What follows belongs to an exercise in optimizing a design on an open flow for small area; a production flow would make more cautious choices. In this exercise RTL edits were held to simulation tests only and were not proved equivalent to the original. The clock port is modelled as an ideal driver, which makes a skipped or thinned clock tree look cheaper than it is; a real chip needs a root buffer or a tree. Power and IR drop assume default switching activity.

## the baseline
## TopLevelModule
module TopLevelModule(
    input clk,
    input [2:0] switches,
    input confirm_key1,
    input confirm_key2,
    input reset_key,
    output [1:0] player_led,
    output [1:0] winner_led
);
Settings: LEC_CHECK=0, ABC_AREA=1, ABC_CLOCK_PERIOD_IN_PS=10000, CAP_MARGIN=0, CORE_MARGIN=2, CORE_UTILIZATION=60, GPL_TIMING_DRIVEN=0, SLEW_MARGIN=0; clock period 10.0 ns.
standard.sh (not shown) runs the stock make flow with config.mk's settings and CLKGATE_MAP_FILE= SYNTH_SCRIPT=/design/flow/synth_recipe.tcl, a recipe that flattens the netlist after the stock synthesis.
==> flow/flow/run.sh <==
#!/bin/bash
# Own layout flow: the standard flow (standard.sh) with changes that only
# affect area:
# - synthesis is the standard flow's script, but yosys's abc command is wrapped
#   (flow/abc_pick.tcl) to map with several area-oriented ABC scripts
#   (flow/*.abc) and keep the smallest result, instead of ORFS's
#   abc_area.script;
# - the port buffers are the smallest buffer;
# - after clock tree synthesis, flow/clock.tcl replaces the tree with one level
#   of four clock buffers fed by the clock port.
# Each tool's output is in standard_flow.log and orfs/logs/.
set -euo pipefail
W=$(pwd)
F=$W/flow
mkdir -p "$W/abc_pick"
{
  echo "set ::ABC_PICK_DIR {$W/abc_pick}"
  echo "set ::ABC_PICK_SCRIPTS [list $(ls "$F"/*.abc | sed 's/.*/{&}/' | tr '\n' ' ')]"
  echo "source {$F/abc_pick.tcl}"
  cat "$W/synth_recipe.tcl"
} > "$W/area_synth.tcl"
bash "$W/standard.sh" SYNTH_SCRIPT="$W/area_synth.tcl" \
  BUFFER_PORTS_ARGS="-buffer_cell sky130_fd_sc_hd__buf_1" \
  CTS_ARGS="-sink_clustering_enable -repair_clock_nets -dont_use_dummy_load" \
  POST_CTS_TCL="$F/clock.tcl" \
  finish > "$W/standard_flow.log" 2>&1
==> flow/flow/clock.tcl <==
set nbuf [expr {[info exists ::env(FLAT_CLOCK_BUFFERS)] ? $::env(FLAT_CLOCK_BUFFERS) : 4}]
set bufcell [expr {[info exists ::env(FLAT_CLOCK_CELL)] ? $::env(FLAT_CLOCK_CELL) : "sky130_fd_sc_hd__clkbuf_8"}]
set block [ord::get_db_block]
set db [ord::get_db]
set clk [$block findNet clk]

# the flip-flops' clock pins, and the buffers CTS put between them and the port
set sinks {}
set old_insts {}
set old_nets {}
foreach inst [$block getInsts] {
  set it [$inst findITerm CLK]
  if {$it eq "NULL" || $it eq ""} { continue }
  set n [$it getNet]
  if {$n eq "NULL" || $n eq ""} { continue }
  lappend sinks $it
}
# walk from each sink's net back to the port through buffers
proc walk_back {net} {
  upvar old_insts old_insts old_nets old_nets clk clk
  while {[$net getName] ne [$clk getName]} {
    if {[lsearch -exact $old_nets $net] < 0} { lappend old_nets $net }
    set drv ""
    foreach it [$net getITerms] {
      if {[$it isOutputSignal]} { set drv [$it getInst] }
    }
    if {$drv eq ""} { error "clock net [$net getName] has no driver" }
    if {[lsearch -exact $old_insts $drv] < 0} { lappend old_insts $drv }
    set a [$drv findITerm A]
    set net [$a getNet]
  }
}
foreach it $sinks { walk_back [$it getNet] }
# dummy loads or other cells hanging on the old clock nets go too
foreach n $old_nets {
  foreach it [$n getITerms] {
    set i [$it getInst]
    if {[lsearch -exact $old_insts $i] < 0 && [lsearch -exact $sinks $it] < 0} {
      lappend old_insts $i
    }
  }
}
foreach it $sinks { $it disconnect }
foreach i $old_insts { puts "removing [$i getName] ([[$i getMaster] getName])"; odb::dbInst_destroy $i }
foreach n $old_nets { puts "removing net [$n getName]"; odb::dbNet_destroy $n }
# clk may still feed other pins (none expected)
foreach it [$clk getITerms] { puts "clk still drives [[$it getInst] getName]" }

# split the sinks into nbuf groups by position: sort by x (and by y within halves for 4)
proc sink_xy {it} {
  set b [[$it getInst] getBBox]
  return [list [expr {([$b xMin] + [$b xMax]) / 2}] [expr {([$b yMin] + [$b yMax]) / 2}]]
}
set pts {}
foreach it $sinks { lappend pts [concat [list $it] [sink_xy $it]] }
set pts [lsort -integer -index 1 $pts]
set n [llength $pts]
set groups {}
if {$nbuf == 4} {
  set h [expr {$n / 2}]
  foreach half [list [lrange $pts 0 [expr {$h - 1}]] [lrange $pts $h end]] {
    set half [lsort -integer -index 2 $half]
    set q [expr {[llength $half] / 2}]
    lappend groups [lrange $half 0 [expr {$q - 1}]] [lrange $half $q end]
  }
} else {
  for {set g 0} {$g < $nbuf} {incr g} {
    lappend groups [lrange $pts [expr {$g * $n / $nbuf}] [expr {($g + 1) * $n / $nbuf - 1}]]
  }
}
set master [$db findMaster $bufcell]
set g 0
foreach grp $groups {
  set inst [odb::dbInst_create $block $master "clkbuf_flat_$g"]
  set net [odb::dbNet_create $block "clk_flat_$g"]
  $net setSigType CLOCK
  [$inst findITerm A] connect $clk
  [$inst findITerm X] connect $net
  set sx 0; set sy 0
  foreach p $grp {
    [lindex $p 0] connect $net
    set sx [expr {$sx + [lindex $p 1]}]; set sy [expr {$sy + [lindex $p 2]}]
  }
  set k [llength $grp]
  $inst setLocation [expr {$sx / $k}] [expr {$sy / $k}]
  $inst setPlacementStatus PLACED
  puts "clkbuf_flat_$g drives $k flip-flops"
  incr g
}
global_connect
detailed_placement
check_placement -verbose
estimate_parasitics -placement
report_clock_skew
Other scripts of this flow, unchanged in this note and not shown: flow/flow/abc_pick.tcl, flow/flow/dc2.abc, flow/flow/ds1.abc, flow/flow/ds2.abc, flow/flow/ds3.abc, flow/flow/ds4.abc
Every stage of the flow completed for the baseline, and the final layout passed the timing, design-rule and antenna checks.
Changes in the candidate relative to the baseline:
-- flow/flow/run.sh --
<<< the baseline, line 9
# - after clock tree synthesis, flow/clock.tcl replaces the tree with one level
#   of four clock buffers fed by the clock port.
>>> the candidate, line 9
# - after clock tree synthesis, flow/clock.tcl replaces the tree with a root
#   inverter fed by the clock port and three leaf inverters that drive the
#   flip-flops.
-- flow/flow/clock.tcl --
<<< the baseline, line 1
set nbuf [expr {[info exists ::env(FLAT_CLOCK_BUFFERS)] ? $::env(FLAT_CLOCK_BUFFERS) : 4}]
set bufcell [expr {[info exists ::env(FLAT_CLOCK_CELL)] ? $::env(FLAT_CLOCK_CELL) : "sky130_fd_sc_hd__clkbuf_8"}]
>>> the candidate, line 1
set nbuf [expr {[info exists ::env(FLAT_CLOCK_BUFFERS)] ? $::env(FLAT_CLOCK_BUFFERS) : 3}]
set bufcell [expr {[info exists ::env(FLAT_CLOCK_CELL)] ? $::env(FLAT_CLOCK_CELL) : "sky130_fd_sc_hd__inv_8"}]
# with a root inverter, the leaf cells are inverters too, so the clock keeps its sense
set rootcell [expr {[info exists ::env(FLAT_CLOCK_ROOT)] ? $::env(FLAT_CLOCK_ROOT) : "sky130_fd_sc_hd__inv_2"}]
<<< the baseline, line 72
>>> the candidate, line 74
set inpin A
set outpin [expr {[string match "*inv*" $bufcell] ? "Y" : "X"}]
set leafsrc $clk
if {$rootcell ne ""} {
  set root [odb::dbInst_create $block [$db findMaster $rootcell] "clkinv_flat_root"]
  set leafsrc [odb::dbNet_create $block "clk_flat_root"]
  $leafsrc setSigType CLOCK
  [$root findITerm A] connect $clk
  [$root findITerm Y] connect $leafsrc
}
<<< the baseline, line 73
>>> the candidate, line 85
set allx 0; set ally 0
<<< the baseline, line 77
  [$inst findITerm A] connect $clk
  [$inst findITerm X] connect $net
>>> the candidate, line 90
  [$inst findITerm $inpin] connect $leafsrc
  [$inst findITerm $outpin] connect $net
<<< the baseline, line 86
>>> the candidate, line 99
  set allx [expr {$allx + $sx / $k}]; set ally [expr {$ally + $sy / $k}]
<<< the baseline, line 89
>>> the candidate, line 103
}
if {$rootcell ne ""} {
  $root setLocation [expr {$allx / $nbuf}] [expr {$ally / $nbuf}]
  $root setPlacementStatus PLACED
==> flow/flow/ds5.abc (new file) <==
strash
&get -n
&deepsyn -T 60 -S 5
&dch -f
&nf -a -R 1000
&put
==> flow/flow/ds6.abc (new file) <==
strash
&get -n
&deepsyn -T 60 -S 6
&dch -f
&nf -a -R 1000
&put
Findings:
The candidate improves on the baseline in top achievable clock speed.
Going from the baseline to the candidate, final critical delay including setup and external delays shrinks by 69 ps.
Between the candidate and the baseline, the difference in delay contributed by the slowest stage of the critical path is negligible.
Between the candidate and the baseline, the share of total power in combinational logic figures differ only marginally.
In every run of this note, the design's own scripts or RTL, not TritonCTS, make the clock network.

[afterwards: timing with drivers on the ports]
Ports are ideal in the flow. The routed layouts listed here were re-timed in OpenROAD.
Step 1 (the two cells are an assumption about what drives the block):
set clk [get_ports {clk}]
set_driving_cell -lib_cell sky130_fd_sc_hd__clkbuf_16 $clk
set_driving_cell -lib_cell sky130_fd_sc_hd__buf_2 [delete_from_list [all_inputs] $clk]
Step 2 adds t to the input delays and takes it off the output delays; t is the mean of the earliest and latest rising clock arrival at the registers after step 1. Input paths then give back, and output paths get back, about the clock's delay inside the block.
Three values: ideal ports, drivers, drivers and shift; two values: the first two.
run	t, ns	slack for setup (ns)	worst setup path at the end	worst register clock-pin slew, ns	cell pins on the clock port's net
the baseline	0.206	4.013 / 4.049 / 3.843	input to register	0.09 / 0.09	4
the candidate	0.278	4.082 / 4.087 / 3.809	input to register	0.11 / 0.11	1
After both steps setup and hold are still met in every run listed. The setup slack of the candidate, which loses most, moves by +0.005 ns with the drivers and by -0.273 ns with both steps.
